This is an optimization exercise on Yosys and OpenROAD, whose aim is small area and a short achievable clock period, not a production implementation.
Where RTL was checked, it was by simulation tests only, not by an equivalence proof against the original.
Only the layout flow was run in runs 1, 3 and 4; the RTL was not checked for function there.
No driver is modelled on the clock port, so clocking that relies on it looks cheaper here than on a real chip.
Power figures rest on the tool's default switching activity, not on a simulated workload.

File: flow/config.mk
export PLATFORM = sky130hd
export DESIGN_NAME = sync_fifo
export DESIGN_NICKNAME = sync_fifo
export VERILOG_FILES = /design/flow/design.v
export SDC_FILE = /design/flow/constraint.sdc
export NUM_CORES = 4
export LEC_CHECK = 0
export CAP_MARGIN = 20
export CORE_MARGIN = 2
export CORE_UTILIZATION = 65
export CTS_CLUSTER_DIAMETER = 80
export CTS_CLUSTER_SIZE = 30
export PLACE_DENSITY = 0.75
export SETUP_SLACK_MARGIN = 2.3
export SLEW_MARGIN = 20
File: flow/constraint.sdc
create_clock -name core_clock -period 4.2 [get_ports {clk}]
set_input_delay 0.8400 -clock core_clock [delete_from_list [all_inputs] [get_ports {clk}]]
set_output_delay 0.8400 -clock core_clock [all_outputs]
set_load 0.01 [all_outputs]
File: flow/design.v
module sync_fifo (
    input wire clk,
    input wire rst_n,
    input wire wr_en,
    input wire [31:0] data_in,
    output wire full,
    input wire rd_en,
    output wire [31:0] data_out,
    output wire empty
);
  reg [31:0] chain[0:14];  
  reg [31:0] head;         
  reg [15:0] pos;          
  reg ne_r;                
  reg ne_o;                
  reg full_o;              
  assign empty = ~ne_o;
  assign full = full_o;
  assign data_out = head;
  wire do_w = wr_en & ~pos[15];
  wire m_up = do_w & ne_r & ~rd_en;
  wire m_down = rd_en & ~pos[0] & ~do_w;
  wire [15:0] pos_next = m_up ? {pos[14:0], 1'b0} : m_down ? {1'b0, pos[15:1]} : pos;
  wire ne_next = ne_r ? ~(pos[0] & rd_en & ~wr_en) : wr_en;
  always_ff @(posedge clk or negedge rst_n) begin
    if (!rst_n) begin
      pos <= 16'd1;
      ne_r <= 1'b0;
      ne_o <= 1'b0;
      full_o <= 1'b0;
    end else begin
      pos <= pos_next;
      ne_r <= ne_next;
      ne_o <= ne_o ? ~(pos[0] & rd_en & ~wr_en) : wr_en;
      full_o <= full_o ? ~rd_en : (pos[14] & wr_en & ~rd_en);
    end
  end
  reg [14:0] ge;           
  integer i;
  always @* begin
    ge[14] = pos[15] | pos[14];
    for (i = 13; i >= 0; i = i - 1) ge[i] = ge[i+1] | pos[i];
  end
  always_ff @(posedge clk) begin
    if (do_w) chain[0] <= data_in;
    for (i = 1; i < 15; i = i + 1)
      if (do_w & ge[i]) chain[i] <= chain[i-1];
  end
  reg [31:0] next_head;
  always @* begin
    next_head = data_in & {32{pos[0]}};
    for (i = 0; i < 15; i = i + 1)
      next_head = next_head | (chain[i] & {32{pos[i+1]}});
  end
  wire take = ~ne_r | rd_en;
  wire keep = ne_o & ~rd_en;
  always_ff @(posedge clk) begin
    head <= (next_head & {32{take}}) | (head & {32{keep}});
  end
endmodule
File: flow/flow/run.sh
#!/bin/bash
# Standard layout, with one change after clock tree synthesis: the root
# buffer of the clock tree is removed and the clock port drives the next
# level of clock buffers directly (flow/post_cts.tcl); and the port buffers
# are buf_2 cells, which the resizer can size, rather than delay cells.
set -e
cd "$(dirname "$0")/.."
cp standard.sh standard.sh.log.txt 2>/dev/null || true
export POST_CTS_TCL="$PWD/flow/post_cts.tcl"
export BUFFER_PORTS_ARGS="-buffer_cell sky130_fd_sc_hd__buf_2"
bash standard.sh > standard.log 2>&1
File: flow/flow/post_cts.tcl
set block [ord::get_db_block]
set root [$block findInst clkbuf_0_clk]
if {$root != "NULL"} {
  set in_net [[$root findITerm A] getNet]
  set out_net [[$root findITerm X] getNet]
  set sinks {}
  foreach it [$out_net getITerms] {
    if {[$it getInst] != $root} { lappend sinks $it }
  }
  if {[llength $sinks] <= 4} {
    foreach it $sinks { $it disconnect; $it connect $in_net }
    odb::dbInst_destroy $root
    odb::dbNet_destroy $out_net
    puts "post_cts: removed clkbuf_0_clk, clock port drives [llength $sinks] buffers"
    estimate_parasitics -placement
    repair_timing_helper
    detailed_placement
  }
}
File: flow/standard.sh
#!/bin/bash
# synth_recipe.tcl (not shown) runs the flow's synth.tcl, then flattens the netlist and writes it again
# the make line also repeats each setting of config.mk as NAME=value (left out here)
make -C /OpenROAD-flow-scripts/flow DESIGN_CONFIG=/design/flow/config.mk WORK_HOME=/design/flow/orfs CLKGATE_MAP_FILE= SYNTH_SCRIPT=/design/flow/synth_recipe.tcl "${@:-finish}"
==> metrics.md, run 1 <==
| Metric | Value |
|---|---|
| Status | no timing/DRC/antenna violations |
| Synth Register Bits | 531 |
| Via density per instance | 7.53 |
| Final Max Tran Viols | 0 |
| Reg area | 15500 µm² |
| Largest net degree at the start of global routing | 40 |
| Critical R2R Capture | chain[1][10] |
| Filler Cells Inserted | 1700 |
| CTS clk-pin slew, worst paths | 0.11 ns |
| Number of cells on the critical path | 5 |
| CP endpoint kind | flop |
| Reg2reg setup slack | 2.26 ns |
| Row count | 62 |
| Post-Syn Nets | 1052 |
| Critical Path Max Stage Delay | 0.39 ns |
| Req. time, crit path | 4.28 ns |
| Core ar. | 28900 µm² |
| Rel. slew slack | 0.286 |
| Layout cells sized above 1 | 0.185 |
| Asr flop ratio synth | 0.0358 |
| WP buf/inv | 2 |
| Fin. Hold Viols | 0 |
| Yosys top cell by area | edfxtp_1 |
| Placer Congestion | 0.826 |
| Number of distinct library cells after synthesis | 31 |
| CTS tree | yes |
| RSZ-0062 raised after global routing | yes |
| Most common cell in the netlist | edfxtp_1 |
| R2R Path Start | pos[2] |
| Post-synth EDFFs | 480 |
| Minimum clock period | 1.94 ns |
| Reg2Reg Depth | 5 |
| Vias in the first global route | 11400 |
| Routed WL per cell | 34.4 µm |
| Share of the synthesized area in the top cell type | 0.754 |
| Min-Delay Path Class | primary input to async pin |
| Sequential share of the synthesized area | 0.813 |
| Worst skew pair latency | 0.42 ns |
| Antenna-violating nets left | 0 |
| Chip Width | 175 µm |
| LEAKAGE | 6.99 nW |
| Net count, final | 1132 |
| PnR worst setup slack | 2.26 ns |
| Violation count after the first detailed-routing iteration | 1673 |
| Area of the multi-input gates | 3590 µm² |
| Post-synthesis cell count | 1016 |
| Synth Warn # | 2 |
| Remaining DRCs | 0 |
| Initial antenna violation count | 0 |
| Startpoint types | flop |
| Crit-path cells | buf_6 -> inv_1 -> nand2_1 -> o21ai_2 -> nand2_4 |
| Highest Clock Rate | 0.517 GHz |
| Die area | 30800 µm² |
| Skew final | 0.0190 ns |
| Worst EP arrival | 2.02 ns |
| Final HPWL DP | 26900 µm |
| I/O Buffers | 69 |
| Number of max-cap violations | 0 |
| Syn avg cell area | 18.8 µm² |
| First-pass GRT wire length | 74800 µm |
| Slowest-stage cell, CP | dfrtp_1 |
| Final total power | 18.6 mW |
| DIE HEIGHT | 175 µm |
| Synth cell count leaders | edfxtp_1, a22o_1, a221oi_1 |
| Ys flop type | edfxtp_1 |
| Setup TNS | 0 ns |
| Initial core utilization | 0.662 |
| Tightest Pin Transition | 1.07 ns |
| Gr ovfl total | 0 |
| Setup WS pre-CTS | 1.05 ns |
| WL final | 51300 µm |
| Area grow syn2layout | 11.1% |
| DRT Pass-1 Iters | 7 |
| Via count | 11200 |
| Setup CP Type | flop to flop |
| Worst ir drop on vdd | 0.000528 V |
| Total GRT Usage | 0.338 |
| Critical path fanouts, max | 35 |
| Mapped cell area | 19100 µm² |
| Power density over cell area | 876 nW/µm² |
| Period utilization | 0.461 |
| CP delay by family, top | simple AND/OR/NAND/NOR gates |
| # diodes | 0 |
| TritonCTS Sinks | 531 |
| Area contributors post-synth | edfxtp_1, a22o_1, a221oi_1 |
| I/O pin cnt | 70 |
| Setup-failing EPs final | 0 |
[layer usage]
metal | GRT usage | vias to the layer above | routed length [µm]
met1 | 0.483 | 5726 | 19200
met2 | 0.534 | 866 | 24100
li1 | - | 4490 | -
met5 | 0 | - | 0
met3 | 0.0472 | 165 | 5410
met4 | 0.147 | 0 | 2630
[sequential cells by signal, indices dropped and copies added, names as in the netlist]
| signal | flops |
|---|---|
| chain | 480 |
| head | 32 |
| ne_o | 1 |
| full_o | 1 |
| ne_r | 1 |
| pos | 16 |
[layout make-up]
| type | count | share of cell area |
|---|---|---|
| repair inverters | 1 | 0.000413 |
| multi-input cells | 410 | 0.169 |
| clock buffers | 34 | 0.0261 |
| clock inverters | 2 | 0.00171 |
| repair buffers | 125 | 0.0448 |
| well taps | 384 | 0.0226 |
| inverters | 7 | 0.00236 |
| flip-flops and latches | 531 | 0.733 |
[through the flow]
step / cells / util / instance area [µm²] / hold WS [ns]
5_1_grt: 1494 / 0.735 / 21200 / 0.366
3_3_place_gp: 1416 / 0.691 / 19900 / 0.428
6_report: 1494 / 0.735 / 21200 / 0.341
2_1_floorplan: 1016 / - / 19200 / 0.427
3_5_place_dp: 1417 / 0.692 / 20000 / 0.435
[how the worst max path moves through the flow]
stage	endpoint	start	slack, ns
after global routing	chain[1][10]	wr_en	2.27
final	chain[1][10]	pos[2]	2.26
after detailed placement	chain[3][29]	wr_en	1.05
after global placement	chain[3][25]	wr_en	1.14
after floorplan	chain[6][0]	wr_en	1.53
[cell families (layout without fill, tap and decap cells)]
group           Yosys count  in the layout  share of synthesized area
compound gates          316            317                      0.141
mux                      12             12                    0.00629
simple gates             74             81                     0.0206
flops                   531            531                      0.813
buf+inv                  83            169                     0.0188
[where the power goes]
group / switching [mW] / internal [mW] / leakage (nW)
registers: 1.25 / 8.84 / 4.97
clock network: 1.50 / 0.985 / 0.282
logic: 4.02 / 2.01 / 1.73
[layout by cell type (no fill, tap or decap), types with 3 or more instances in the layout]
master       n
o21ai_4      3
dfrtp_1     13
buf_12       4
buf_4       33
clkbuf_16   21
o21ai_0      6
dfrtp_2      4
inv_1        3
nor2_4       4
clkbuf_1    14
edfxtp_1   480
a221oi_2     6
nor3_4       4
nand2_1     18
buf_6       16
a221oi_1   122
nand2_8      8
o21ai_2      9
buf_2       66
nor2_1       4
mux2i_1     12
nand4_1     32
a22o_1     160
buf_8        4
dfxtp_1     32
nand2_4      4
==> inputs of run 2 (changes only) <==
--- a/flow/design.v
+++ b/flow/design.v
@@ -36,14 +36,10 @@
     end
   end
-  reg [14:0] ge;           
   integer i;
-  always @* begin
-    ge[14] = pos[15] | pos[14];
-    for (i = 13; i >= 0; i = i - 1) ge[i] = ge[i+1] | pos[i];
-  end
   always_ff @(posedge clk) begin
-    if (do_w) chain[0] <= data_in;
-    for (i = 1; i < 15; i = i + 1)
-      if (do_w & ge[i]) chain[i] <= chain[i-1];
+    if (do_w) begin
+      chain[0] <= data_in;
+      for (i = 1; i < 15; i = i + 1) chain[i] <= chain[i-1];
+    end
   end
   reg [31:0] next_head;
@@ -53,8 +49,6 @@
       next_head = next_head | (chain[i] & {32{pos[i+1]}});
   end
-  wire take = ~ne_r | rd_en;
-  wire keep = ne_o & ~rd_en;
   always_ff @(posedge clk) begin
-    head <= (next_head & {32{take}}) | (head & {32{keep}});
+    if (~ne_r | rd_en) head <= next_head;
   end
 endmodule
--- a/flow/flow/post_cts.tcl
+++ b/flow/flow/post_cts.tcl
@@ -13,4 +13,45 @@
     odb::dbNet_destroy $out_net
     puts "post_cts: removed clkbuf_0_clk, clock port drives [llength $sinks] buffers"
+    if {[llength $sinks] <= 2} {
+      set k 0
+      foreach it $sinks {
+        set buf [$it getInst]
+        set bnet [[$buf findITerm X] getNet]
+        set pts {}
+        foreach s [$bnet getITerms] {
+          if {[$s getInst] == $buf} { continue }
+          set loc [[$s getInst] getLocation]
+          lappend pts [list [lindex $loc 0] [lindex $loc 1] $s]
+        }
+        set n [llength $pts]
+        if {$n < 4} { continue }
+        # cut along the wider spread
+        set xs [lsort -integer [lmap p $pts {lindex $p 0}]]
+        set ys [lsort -integer [lmap p $pts {lindex $p 1}]]
+        set idx [expr {([lindex $xs end] - [lindex $xs 0]) >= ([lindex $ys end] - [lindex $ys 0]) ? 0 : 1}]
+        set pts [lsort -integer -index $idx $pts]
+        set half [expr {$n / 2}]
+        set moved [lrange $pts $half end]
+        set sx 0; set sy 0
+        foreach p $moved { incr sx [lindex $p 0]; incr sy [lindex $p 1] }
+        set cx [expr {$sx / [llength $moved]}]
+        set cy [expr {$sy / [llength $moved]}]
+        set nb [odb::dbInst_create $block [$buf getMaster] "clkbuf_split_$k"]
+        set nn [odb::dbNet_create $block "clknet_split_$k"]
+        $nn setSigType CLOCK
+        $nb setLocation $cx $cy
+        $nb setPlacementStatus PLACED
+        [$nb findITerm A] connect $in_net
+        [$nb findITerm X] connect $nn
+        foreach p $moved { set s [lindex $p 2]; $s disconnect; $s connect $nn }
+        # the original buffer moves to the centre of the loads it keeps
+        set sx 0; set sy 0
+        set kept [lrange $pts 0 [expr {$half - 1}]]
+        foreach p $kept { incr sx [lindex $p 0]; incr sy [lindex $p 1] }
+        $buf setLocation [expr {$sx / [llength $kept]}] [expr {$sy / [llength $kept]}]
+        puts "post_cts: split [$buf getName]: [llength $kept] + [llength $moved] loads"
+        incr k
+      }
+    }
     estimate_parasitics -placement
     repair_timing_helper
==> run 2 against run 1 <==
Against the previous run: still clean; fmax decreased by 0.48%; sequential cell count unchanged; area after synthesis decreased by 0.90%; via count decreased by 13%; final area decreased by 3.7%; synthesized cell count decreased by 8.4%; critical path type is now primary input to flop; highest routed layer is now met5.
==> metrics.md, run 2 <==
| Metric | Value |
|---|---|
| Synth Warn # | 2 (unchanged) |
| Rel. slew slack | 0.548 (+0.262) |
| Initial antenna violation count | 2 (+2) |
| Top flop regs | chain (480), head (32), pos (16) |
| Sequential share of the synthesized area | 0.837 (+0.0243) |
| Fin. Hold Viols | 0 (unchanged) |
| Post-synth EDFFs | 512 (+6.7%) |
| Placer Congestion | 0.766 (-7.4%) |
| Routed WL per cell | 29.2 µm (-15%) |
| I/O Buffers | 69 (unchanged) |
| RSZ-0062 raised after global routing | yes |
| Area of the multi-input gates | 2800 µm² (-22%) |
| Area grow syn2layout | 7.88% |
| Req. time, crit path | 4.27 ns (about the same) |
| Final Max Tran Viols | 0 (unchanged) |
| Chip Width | 175 µm (-0.44%) |
| Area contributors post-synth | edfxtp_1, a22o_1, a221oi_1 |
| Highest Clock Rate | 0.514 GHz (-0.48%) |
| Number of max-cap violations | 0 (unchanged) |
| Setup WS pre-CTS | 1.66 ns (+0.609 ns) |
| Fin area | 20400 µm² (-3.7%) |
| Largest net degree at the start of global routing | 114 (+190%) |
| CP delay by family, top | buffers and inverters |
| Number of distinct library cells after synthesis | 24 (-23%) |
| Synth Register Bits | 531 (unchanged) |
| Via count | 9809 (-13%) |
| Critical Path Start | wr_en |
| Setup-failing EPs final | 0 (unchanged) |
| Skew final | 0.0275 ns (+0.00851 ns) |
| Filler Cells Inserted | 1751 (+3.0%) |
| PnR worst setup slack | 2.26 ns (-0.00931 ns) |
| Post-DP Area | 19700 µm² (-1.4%) |
| Reg2Reg Depth | 4 (-1) |
| Syn avg cell area | 20.3 µm² (+8.2%) |
| DRT Pass-1 Iters | 5 (-2) |
| CP endpoint kind | flop |
| Share of the synthesized area in the top cell type | 0.812 (+0.0576) |
| Remaining DRCs | 0 (unchanged) |
| Slowest-stage cell, CP | buf_6 |
| Reg area | 15900 µm² (+2.2%) |
| Largest Register | chain |
| Critical path fanouts, max | 113 (+220%) |
| Layout cells sized above 1 | 0.141 (-0.0436) |
| Power density over cell area | 435 nW/µm² (-50%) |
| Asr flop ratio synth | 0.0358 (unchanged) |
| Yosys top cell by area | edfxtp_1 |
| Critical R2R Capture | head[30] |
| CTS tree | yes |
| WL final | 40200 µm (-22%) |
| Period utilization | 0.463 (+0.00222) |
| Core ar. | 28700 µm² (-0.54%) |
| Critical Path Max Stage Delay | 0.40 ns (about the same) |
| Worst skew pair latency | 0.35 ns (-0.07 ns) |
| Crit-path cells | buf_2 -> nand2b_4 -> clkinv_16 -> buf_6 |
| Worst ir drop on vdd | 0.000318 V (-40%) |
| Via density per instance | 7.12 (-5.4%) |
| Commonest non-fill, non-tap cell in the layout | edfxtp_1 |
| Minimum clock period | 1.94 ns (+0.00931 ns) |
| Total GRT Usage | 0.267 (-0.0714) |
| Violation count after the first detailed-routing iteration | 1331 (-20%) |
| Min-Delay Path Class | primary input to async pin |
| Worst EP arrival | 2.02 ns (about the same) |
| LEAKAGE | 6.87 nW (-1.7%) |
| Status | no timing/DRC/antenna violations |
| CTS clk-pin slew, worst paths | 0.11 ns (about the same) |
| Largest register FFs | 480 (unchanged) |
| First-pass GRT wire length | 60000 µm (-20%) |
| Post-synthesis cell count | 931 (-8.4%) |
| Setup crit end | chain[9][17] |
| Most frequent cells in the layout | edfxtp_1, a22o_1, a221oi_1, buf_2, nand4_1 |
| I/O pin cnt | 70 (unchanged) |
| WP buf/inv | 3 (+1) |
| Number of cells on the critical path | 4 (-1) |
| Reg2reg setup slack | 2.37 ns (+0.11 ns) |
| Vias in the first global route | 9781 (-14%) |
| Ys flop type | edfxtp_1 |
| Die area | 30500 µm² (-0.88%) |
| Synth cell count leaders | edfxtp_1, a22o_1, a221oi_1 |
| Tightest Pin Transition | 0.679 ns (-0.390 ns) |
| TritonCTS Sinks | 531 (unchanged) |
| DIE HEIGHT | 175 µm (-0.44%) |
| Startpoint types | primary input |
| Net count, final | 1021 (-9.8%) |
| Final HPWL DP | 21200 µm (-21%) |
| Most common cell in the netlist | edfxtp_1 |
| Mapped cell area | 18900 µm² (-0.90%) |
| Post-Syn Nets | 967 (-8.1%) |
| R2R Path Start | pos[12] |
| Setup CP Type | primary input to flop |
| Core Util, Final | 0.712 (-0.0236) |
| Setup TNS | 0 ns (unchanged) |
| Initial core utilization | 0.660 (-0.00239) |
| Antenna-violating nets left | 0 (unchanged) |
| Row count | 62 (unchanged) |
| Gr ovfl total | 0 (unchanged) |
## run 2: changes by cell type after synthesis, sizes merged, moves of 4 or more
| cell | change |
|---|---|
| inv | -5 |
| mux2i | -12 |
| and2 | +13 |
| dfxtp | -32 |
| a22o | -31 |
| edfxtp | +32 |
| nand2 | -24 |
| o21ai | -18 |
| buf | -6 |
| nor2 | -6 |
| a221o | +13 |
| nor3 | -4 |
## run 2: kinds of logic after synthesis
group	count (synthesis)	synth area share
AOI/OAI and AO/OA	276	0.129
and+or+nand+nor	55	0.0186
buffers and inverters	69	0.0156
DFF	531	0.837
## run 2: how the worst min path moves through the flow
stage / start / to / slack (ns)
floorplan: chain[0][11] / chain[1][11] / 0.43
global placement: chain[2][16] / chain[3][16] / 0.43
detailed placement: chain[11][10] / chain[12][10] / 0.43
global route: rst_n / pos[13] / 0.45
finish: rst_n / pos[13] / 0.42
## run 2: metrics by stage
| stage | hold WS [ns] | cells | total power [mW] |
|---|---|---|---|
| after floorplan | 0.427 | 931 | 6.44 |
| after global placement | 0.430 | 1337 | 6.56 |
| after detailed placement | 0.434 | 1337 | 6.58 |
| after global routing | 0.450 | 1376 | 9.12 |
| final | 0.417 | 1377 | 8.89 |
## run 2: cell type report, clock buffers not listed
| cell class | instances | area share |
|---|---|---|
| diodes | 1 | 0.000123 |
| plain buffers | 2 | 0.00245 |
| clock inverters | 2 | 0.000551 |
| inverters | 2 | 0.00165 |
| multi-input cells | 331 | 0.137 |
| flip-flops and latches | 531 | 0.778 |
| well taps | 384 | 0.0235 |
| repair buffers | 96 | 0.0299 |
| repair inverters | 1 | 0.000796 |
## run 2: power breakdown
group	internal (mW)	leakage, nW	switching (mW)	total (mW)
Clock	0.988	0.288	1.44	2.42
Combinational	0.0351	1.32	0.136	0.171
Sequential	6.14	5.26	0.156	6.30
## run 2: layer usage
layer / routed length, µm / track usage / up-vias
met5: 12 / 0 / -
met4: 780 / 0.0733 / 2
met3: 3790 / 0.0531 / 62
met2: 19400 / 0.422 / 542
met1: 16200 / 0.390 / 5071
li1: - / - / 4132
==> inputs of run 3 (changes only) <==
--- a/flow/design.v
+++ b/flow/design.v
@@ -49,6 +49,8 @@
       next_head = next_head | (chain[i] & {32{pos[i+1]}});
   end
+  wire take = ~ne_r | rd_en;
+  wire keep = ne_o & ~rd_en;
   always_ff @(posedge clk) begin
-    if (~ne_r | rd_en) head <= next_head;
+    head <= (next_head & {32{take}}) | (head & {32{keep}});
   end
 endmodule
==> run 3 against run 2 <==
Against the previous run: first-iteration DRC count decreased by 7.0%; global-route usage grew 0.85 points; clock skew rose by 0.0057 ns; clock power rose by 4%; power up 78%; combinational power grew to 25 times the previous value; cell count is 5.4% higher.
==> metrics.md, run 3 <==
| Metric | Value |
|---|---|
| Tightest Pin Transition | 0.706 ns (+0.0272 ns) |
| WL final | 41900 µm (+4.3%) |
| Final HPWL DP | 21900 µm (+2.9%) |
| Initial core utilization | 0.662 (+0.00279) |
| Sequential share of the synthesized area | 0.815 (-0.0226) |
| Setup-failing EPs final | 0 (unchanged) |
| Period utilization | 0.440 (-0.0235) |
| CTS tree | yes |
| Number of distinct library cells after synthesis | 27 (+13%) |
| Net count, final | 1089 (+6.7%) |
| Syn avg cell area | 19.3 µm² (-5.0%) |
| Violation count after the first detailed-routing iteration | 1238 (-7.0%) |
| DIE HEIGHT | 175 µm (+0.34%) |
| Antenna-violating nets left | 0 (unchanged) |
| Mapped cell area | 19100 µm² (+0.69%) |
| Reg area | 15600 µm² (-1.9%) |
| Hold slack | 0.429 ns (+0.0115 ns) |
| DRT Pass-1 Iters | 5 (unchanged) |
| Minimum clock period | 1.85 ns (-0.0986 ns) |
| Top flop regs | chain (480), head (32), pos (16) |
| Critical R2R Capture | head[3] |
| Min-Delay Path Class | primary input to async pin |
| Reg2Reg Depth | 4 (unchanged) |
| Share of the synthesized area in the top cell type | 0.756 (-0.0560) |
| Synth Register Bits | 531 (unchanged) |
| Final Max Tran Viols | 0 (unchanged) |
| Synth cell count leaders | edfxtp_1, a22o_1, a221oi_1 |
| Remaining DRCs | 0 (unchanged) |
| Area of the multi-input gates | 3080 µm² (+10%) |
| PnR worst setup slack | 2.35 ns (+0.0986 ns) |
| Req. time, crit path | 4.45 ns (+0.18 ns) |
| Fin. Hold Viols | 0 (unchanged) |
| Total GRT Usage | 0.275 (+0.00850) |
| Yosys top cell by area | edfxtp_1 |
| Ys flop type | edfxtp_1 |
| Number of max-cap violations | 0 (unchanged) |
| I/O Buffers | 69 (unchanged) |
| CTS clk-pin slew, worst paths | 0.11 ns (about the same) |
| Asr flop ratio synth | 0.0358 (unchanged) |
| Dpl cells | 1384 (+3.5%) |
| RSZ-0062 raised after global routing | yes |
| Setup WS pre-CTS | 1.56 ns (-0.102 ns) |
| Initial antenna violation count | 1 (-1) |
| Via count | 10300 (+4.7%) |
| Post-synth EDFFs | 480 (-6.3%) |
| LEAKAGE | 6.99 nW (+1.8%) |
| Area contributors post-synth | edfxtp_1, a22o_1, a221oi_1 |
| Die area | 30700 µm² (+0.68%) |
| Largest register FFs | 480 (unchanged) |
| Post-Syn Nets | 1023 (+5.8%) |
| Vias in the first global route | 9975 (+2.0%) |
| TritonCTS Sinks | 531 (unchanged) |
| # diodes | 0 (-1) |
| Setup CP Type | primary input to flop |
| CP endpoint kind | flop |
| Reg2reg setup slack | 2.38 ns (about the same) |
| Highest Clock Rate | 0.542 GHz (+5.3%) |
| Most common cell in the netlist | edfxtp_1 |
| Row count | 62 (unchanged) |
| Chip Width | 175 µm (+0.34%) |
| Rel. slew slack | 0.529 (-0.0181) |
| Core ar. | 28800 µm² (+0.27%) |
| Largest Register | chain |
| Placer Congestion | 0.764 (-0.21%) |
| Largest net degree at the start of global routing | 89 (-22%) |
| Status | no timing/DRC/antenna violations |
| I/O pin cnt | 70 (unchanged) |
| R2R Path Start | pos[5] |
| Setup TNS | 0 ns (unchanged) |
| Filler Cells Inserted | 1689 (-3.5%) |
| Startpoint types | primary input |
| Power density over cell area | 762 nW/µm² (+75%) |
| Area grow syn2layout | 8.80% |
| Worst EP arrival | 2.10 ns (+0.08 ns) |
| Final total power | 15.8 mW (+78%) |
| Critical path fanouts, max | 29 (-74%) |
| Routed WL per cell | 28.9 µm (-1.0%) |
| Worst skew pair latency | 0.35 ns (about the same) |
| Skew final | 0.0332 ns (+0.00568 ns) |
| Layout cells sized above 1 | 0.160 (+0.0191) |
| Commonest non-fill, non-tap cell in the layout | edfxtp_1 |
| Most frequent cells in the layout | edfxtp_1, a22o_1, a221oi_1, buf_2, nand4_1 |
| Worst ir drop on vdd | 0.000655 V (+110%) |
| Post-synthesis cell count | 987 (+6.0%) |
| Via density per instance | 7.08 (-0.63%) |
| Layout Cells excl Fill | 1451 (+5.4%) |
| Synth Warn # | 2 (unchanged) |
| First-pass GRT wire length | 62000 µm (+3.4%) |
| Gr ovfl total | 0 (unchanged) |
-- run 3: changes by cell type after synthesis, moves of 9 or more --
cell	delta
and2_1	-14
mux2i_1	+12
buf_4	+9
edfxtp_1	-32
dfxtp_1	+32
a22o_1	+31
clkbuf_1	-14
o21ai_1	+13
a221o_1	-13
nand2_1	+14
-- run 3: area by class of cell, clock buffers not listed --
cell class / count / share of cell area
inverters: 4 / 0.00199
plain buffers: 2 / 0.00241
flip-flops and latches: 531 / 0.751
well taps: 384 / 0.0232
repair inverters: 2 / 0.00157
repair buffers: 116 / 0.0416
multi-input cells: 376 / 0.149
-- run 3: how the worst max path moves through the flow --
stage | to | from | slack (ns)
6_report | pos[14] | wr_en | 2.35
5_1_grt | head[13] | pos[10] | 2.29
3_5_place_dp | chain[1][15] | wr_en | 1.56
3_3_place_gp | chain[9][15] | wr_en | 1.58
2_1_floorplan | pos[14] | wr_en | 1.36
-- run 3: report_power, final --
part	switching (mW)	internal [mW]	total, mW	leakage [nW]
logic	2.54	1.73	4.27	1.52
clock network	1.44	1.09	2.52	0.312
registers	1.07	7.94	9.01	5.16
-- run 3: cells by family (layout without fill, tap and decap cells) --
kind of cell,count (synthesis),count (layout),synth area share
DFF,531,531,0.815
AOI/OAI and AO/OA,309,309,0.139
buffers and inverters,80,160,0.0241
and+or+nand+nor,55,55,0.0163
muxes,12,12,0.00630
-- run 3: worst max-delay path: stages --
cell	delay [ns]
buf_2	0.14
nand2b_4	0.11
buf_4	0.19
nor2_1	0.15
buf_4	0.31
nor3b_1	0.08
a221o_1	0.26
-- run 3: metrics by stage --
step                      instance area, µm²   util
after floorplan                        19100      -
after global placement                 19700  0.683
after detailed placement               19700  0.683
after global routing                   20700  0.721
final                                  20700  0.721
-- run 3: routing by layer --
layer  track usage  wire length (µm)
met1         0.402             16800
met2         0.433             20000
met3        0.0461              3780
met4        0.0906              1320
met5             0                16
==> inputs of run 4 (changes only) <==
--- a/flow/design.v
+++ b/flow/design.v
@@ -36,10 +36,14 @@
     end
   end
+  reg [14:0] ge;           
   integer i;
+  always @* begin
+    ge[14] = pos[15] | pos[14];
+    for (i = 13; i >= 0; i = i - 1) ge[i] = ge[i+1] | pos[i];
+  end
   always_ff @(posedge clk) begin
-    if (do_w) begin
-      chain[0] <= data_in;
-      for (i = 1; i < 15; i = i + 1) chain[i] <= chain[i-1];
-    end
+    if (do_w) chain[0] <= data_in;
+    for (i = 1; i < 15; i = i + 1)
+      if (do_w & ge[i]) chain[i] <= chain[i-1];
   end
   reg [31:0] next_head;
==> flow/flow/run.sh (replaced) <==
#!/bin/bash
# Standard layout, with three changes:
# - before the resizer runs, each read-select register's loads are split
#   into groups of nearby loads behind buffers of their own
#   (flow/pre_resize.tcl);
# - after clock tree synthesis the root buffer of the clock tree is removed
#   and the clock port drives the next level of clock buffers directly
#   (flow/post_cts.tcl);
# - the port buffers are buf_2 cells, which the resizer can size, rather
#   than delay cells.
set -e
cd "$(dirname "$0")/.."
export PRE_RESIZE_TCL="$PWD/flow/pre_resize.tcl"
export POST_CTS_TCL="$PWD/flow/post_cts.tcl"
export BUFFER_PORTS_ARGS="-buffer_cell sky130_fd_sc_hd__buf_2"
bash standard.sh > standard.log 2>&1
==> flow/flow/post_cts.tcl (replaced) <==
set block [ord::get_db_block]
set root [$block findInst clkbuf_0_clk]
if {$root != "NULL"} {
  set in_net [[$root findITerm A] getNet]
  set out_net [[$root findITerm X] getNet]
  set sinks {}
  foreach it [$out_net getITerms] {
    if {[$it getInst] != $root} { lappend sinks $it }
  }
  if {[llength $sinks] <= 4} {
    foreach it $sinks { $it disconnect; $it connect $in_net }
    odb::dbInst_destroy $root
    odb::dbNet_destroy $out_net
    puts "post_cts: removed clkbuf_0_clk, clock port drives [llength $sinks] buffers"
    estimate_parasitics -placement
    repair_timing_helper
    detailed_placement
  }
}
==> flow/flow/pre_resize.tcl (new file) <==
# Split the loads of each read-select register (pos[*]) into groups of
# nearby loads, each group behind its own buffer placed at its centre, so
# that the register drives only a few buffer inputs.
proc my_split_net {block net master per_group tag} {
  set drv ""
  set sinks {}
  foreach it [$net getITerms] {
    if {[$it isOutputSignal]} { set drv $it } else { lappend sinks $it }
  }
  set n [llength $sinks]
  if {$drv eq "" || $n <= $per_group} { return 0 }
  set ngroups [expr {($n + $per_group - 1) / $per_group}]
  # order the loads along x, then cut into groups
  set pts {}
  foreach it $sinks {
    set loc [[$it getInst] getLocation]
    lappend pts [list [lindex $loc 0] [lindex $loc 1] $it]
  }
  set pts [lsort -integer -index 0 $pts]
  set size [expr {($n + $ngroups - 1) / $ngroups}]
  for {set g 0} {$g < $ngroups} {incr g} {
    set grp [lrange $pts [expr {$g * $size}] [expr {($g + 1) * $size - 1}]]
    if {[llength $grp] == 0} { continue }
    set sx 0; set sy 0
    foreach p $grp { incr sx [lindex $p 0]; incr sy [lindex $p 1] }
    set cx [expr {$sx / [llength $grp]}]
    set cy [expr {$sy / [llength $grp]}]
    set newnet [odb::dbNet_create $block "${tag}_n$g"]
    set buf [odb::dbInst_create $block $master "${tag}_b$g"]
    $buf setLocation $cx $cy
    $buf setPlacementStatus PLACED
    [$buf findITerm A] connect $net
    [$buf findITerm X] connect $newnet
    foreach p $grp {
      set it [lindex $p 2]
      $it disconnect
      $it connect $newnet
    }
  }
  return $ngroups
}

set block [ord::get_db_block]
set master [[ord::get_db] findMaster sky130_fd_sc_hd__buf_4]
set k 0
foreach inst [$block getInsts] {
  set name [$inst getName]
  if {![regexp {^pos\\\[} $name]} { continue }
  set q [$inst findITerm Q]
  if {$q eq "NULL"} { continue }
  set net [$q getNet]
  if {$net eq "NULL"} { continue }
  # the register's net, and the nets of any buffers synthesis put behind it
  set nets [list $net]
  foreach it [$net getITerms] {
    set m [[$it getInst] getMaster]
    if {[$it isInputSignal] && [string match *__buf_* [$m getName]]} {
      set o [[$it getInst] findITerm X]
      if {$o ne "NULL" && [$o getNet] ne "NULL"} { lappend nets [$o getNet] }
    }
  }
  set j 0
  foreach nt $nets {
    set g [my_split_net $block $nt $master 9 "possplit${k}_$j"]
    puts "pre_resize: $name [$nt getName]: $g buffers"
    incr j
  }
  incr k
}
==> run 4 against run 3 <==
Against the previous run: via count is 18% higher; register-to-register slack got worse by 0.15 ns; hold slack got worse by 0.078 ns; first-iteration DRC count rose by 67%; critical path depth is 2 lower; final area rose by 6.3%; die area up 0.21%; power increased by 26%; critical path type is now flop to flop; largest cell class unchanged.
==> metrics.md, run 4 <==
| Metric | Value |
|---|---|
| Final Max Tran Viols | 0 (unchanged) |
| Tightest Pin Transition | 1.09 ns (+0.381 ns) |
| Worst ir drop on vdd | 0.000607 V (-7.4%) |
| Synth Warn # | 2 (unchanged) |
| Final HPWL DP | 35300 µm (+62%) |
| Largest Register | chain |
| Fin. Hold Viols | 0 (unchanged) |
| Mapped cell area | 19100 µm² (+0.21%) |
| Total GRT Usage | 0.368 (+0.0925) |
| Worst EP arrival | 2.07 ns (-0.03 ns) |
| DRT Pass-1 Iters | 6 (+1) |
| RSZ-0062 raised after global routing | yes |
| I/O Buffers | 69 (unchanged) |
| Synth Register Bits | 531 (unchanged) |
| CTS clk-pin slew, worst paths | 0.12 ns (about the same) |
| Skew final | 0.0137 ns (-0.0195 ns) |
| Area grow syn2layout | 15.4% |
| Syn avg cell area | 18.8 µm² (-2.7%) |
| Status | no timing/DRC/antenna violations |
| Yosys top cell by area | edfxtp_1 |
| DIE HEIGHT | 175 µm (+0.10%) |
| Initial antenna violation count | 1 (unchanged) |
| Largest register FFs | 480 (unchanged) |
| Setup CP Type | flop to flop |
| I/O pin cnt | 70 (unchanged) |
| Gr ovfl total | 0 (unchanged) |
| CTS tree | yes |
| # diodes | 0 (unchanged) |
| Rel. slew slack | 0.274 (-0.256) |
| Req. time, crit path | 4.30 ns (-0.15 ns) |
| Via density per instance | 7.72 (+9.1%) |
| Core Util, Final | 0.764 (+0.0435) |
| Chip Width | 175 µm (+0.10%) |
| Initial core utilization | 0.662 (about the same) |
| TritonCTS Sinks | 531 (unchanged) |
| Critical Path Start | pos[13] |
| Reg2Reg Depth | 5 (+1) |
| Net count, final | 1212 (+11%) |
| Startpoint types | flop |
| Most frequent cells in the layout | edfxtp_1, a22o_1, buf_4, a221oi_1, buf_2 |
| Asr flop ratio synth | 0.0358 (unchanged) |
| Top flop regs | chain (480), head (32), pos (16) |
| Die area | 30800 µm² (+0.21%) |
| First-pass GRT wire length | 80400 µm (+30%) |
| Ys flop type | edfxtp_1 |
| Post-synthesis cell count | 1016 (+2.9%) |
| WL final | 58000 µm (+38%) |
| CP endpoint kind | flop |
| Period utilization | 0.468 (+0.0286) |
| Min-Delay Path Class | primary input to async pin |
| Reg2reg setup slack | 2.23 ns (-0.15 ns) |
| Commonest non-fill, non-tap cell in the layout | edfxtp_1 |
| Routed WL per cell | 36.8 µm (+27%) |
| Row count | 62 (unchanged) |
| Filler Cells Inserted | 1550 (-8.2%) |
| Setup crit end | chain[13][22] |
| Core ar. | 28900 µm² (+0.27%) |
| Post-Syn Nets | 1052 (+2.8%) |
| Critical R2R Capture | chain[13][22] |
| Area contributors post-synth | edfxtp_1, a22o_1, a221oi_1 |
| Setup-failing EPs final | 0 (unchanged) |
| R2R Path Start | pos[13] |
| Via count | 12200 (+18%) |
| Largest net degree at the start of global routing | 43 (-52%) |
| Worst skew pair latency | 0.43 ns (+0.08 ns) |
| Number of max-cap violations | 0 (unchanged) |
| Remaining DRCs | 0 (unchanged) |
| Highest Clock Rate | 0.509 GHz (-6.1%) |
| Synth cell count leaders | edfxtp_1, a22o_1, a221oi_1 |
| Share of the synthesized area in the top cell type | 0.754 (-0.00158) |
| LEAKAGE | 7.48 nW (+7.1%) |
| Placer Congestion | 0.826 (+8.2%) |
| Setup TNS | 0 ns (unchanged) |
| Reg area | 15500 µm² (-0.31%) |
| Post-synth EDFFs | 480 (unchanged) |
| Final total power | 19.8 mW (+26%) |
| Area of the multi-input gates | 3810 µm² (+24%) |
| Vias in the first global route | 11800 (+18%) |
| Number of distinct library cells after synthesis | 31 (+15%) |
| Sequential share of the synthesized area | 0.813 (-0.00171) |
| Layout cells sized above 1 | 0.263 (+0.103) |
| Power density over cell area | 900 nW/µm² (+18%) |
| Antenna-violating nets left | 0 (unchanged) |
| Violation count after the first detailed-routing iteration | 2066 (+67%) |
| Critical path fanouts, max | 19 (-34%) |
| Minimum clock period | 1.97 ns (+0.120 ns) |
| Most common cell in the netlist | edfxtp_1 |
## run 4: critical path, stage by stage (launching register included)
cell and delay, ns:
dfrtp_1 0.42, buf_4 0.23, buf_4 0.28, nor2_1 0.12, nor2_4 0.26, buf_6 0.34
## run 4: final cells by class, clock buffers not listed
cell class	count	share of cell area
flip-flops and latches	531	0.705
multi-input cells	410	0.173
repair buffers	137	0.0477
plain buffers	69	0.0249
well taps	384	0.0218
inverters	7	0.00244
clock inverters	1	0.000511
## run 4: cell families after synthesis
group / Yosys count / synth area share
muxes: 12 / 0.00629
buffers and inverters: 83 / 0.0188
AOI/OAI and AO/OA: 316 / 0.141
DFF: 531 / 0.813
and+or+nand+nor: 74 / 0.0206
## run 4: how the worst min path moves through the flow
stage                    end  slack [ns]  cells past startpoint
3_5_place_dp    chain[9][25]        0.43                      0
3_3_place_gp   chain[12][30]        0.43                      0
2_1_floorplan   chain[1][24]        0.43                      0
5_1_grt               full_o        0.38                      1
6_report             pos[11]        0.35                      1
## run 4: metrics by stage
stage | hold WS (ns) | cells | worst slack [ns] | cell area, µm²
final | 0.351 | 1574 | 2.23 | 22100
after global routing | 0.384 | 1574 | 2.20 | 22100
after detailed placement | 0.434 | 1486 | 1.09 | 20500
after global placement | 0.428 | 1416 | 1.14 | 19900
after floorplan | 0.427 | 1016 | 1.53 | 19200
## run 4: report_power, final
| part | internal, mW | switching [mW] | leakage [nW] | total (mW) |
|---|---|---|---|---|
| sequential | 8.83 | 1.31 | 4.97 | 10.1 |
| combinational | 2.56 | 4.69 | 2.24 | 7.25 |
| clock | 0.929 | 1.52 | 0.270 | 2.45 |
| total | 12.3 | 7.51 | 7.48 | 19.8 |
## run 4: per-layer routing
layer,up-vias,wire [µm],track usage
met3,264,7940,0.0838
met5,-,13,0
met4,2,4000,0.200
met2,1233,27000,0.589
li1,4651,-,-
met1,6004,19000,0.476

==> what the ideal ports hide <==
In the flow no input, the clock included, has a driving cell. The finished layouts below were timed again as built, in two steps. Step 1 (the two cells are an assumption about what drives the block):
set clk [get_ports {clk}]
set_driving_cell -lib_cell sky130_fd_sc_hd__clkbuf_16 $clk
set_driving_cell -lib_cell sky130_fd_sc_hd__buf_2 [delete_from_list [all_inputs] $clk]
Step 2 adds t to the input delays and takes it off the output delays; t is the mean of the earliest and latest rising clock arrival at the registers after step 1. Input paths then give back, and output paths get back, about the clock's delay inside the block. Three values: no drivers, after step 1, after step 2; two values: the first two.
| run | t (ns) | setup WS [ns] | clock arrival spread, ns | pins driven straight from the clock port |
|---|---|---|---|---|
| run 1 | 0.481 | 2.265 / 2.265 / 1.853 | 0.019 / 0.019 | 2 |
| run 2 | 0.446 | 2.255 / 2.286 / 1.900 | 0.031 / 0.032 | 4 |
| run 3 | 0.451 | 2.354 / 2.320 / 1.981 | 0.040 / 0.040 | 4 |
| run 4 | 0.488 | 2.234 / 2.234 / 1.805 | 0.017 / 0.017 | 2 |
After both steps every run listed still meets setup and hold. For run 4, which loses most, drivers alone change the setup slack by 0.000 ns; drivers and shift together by -0.429 ns.
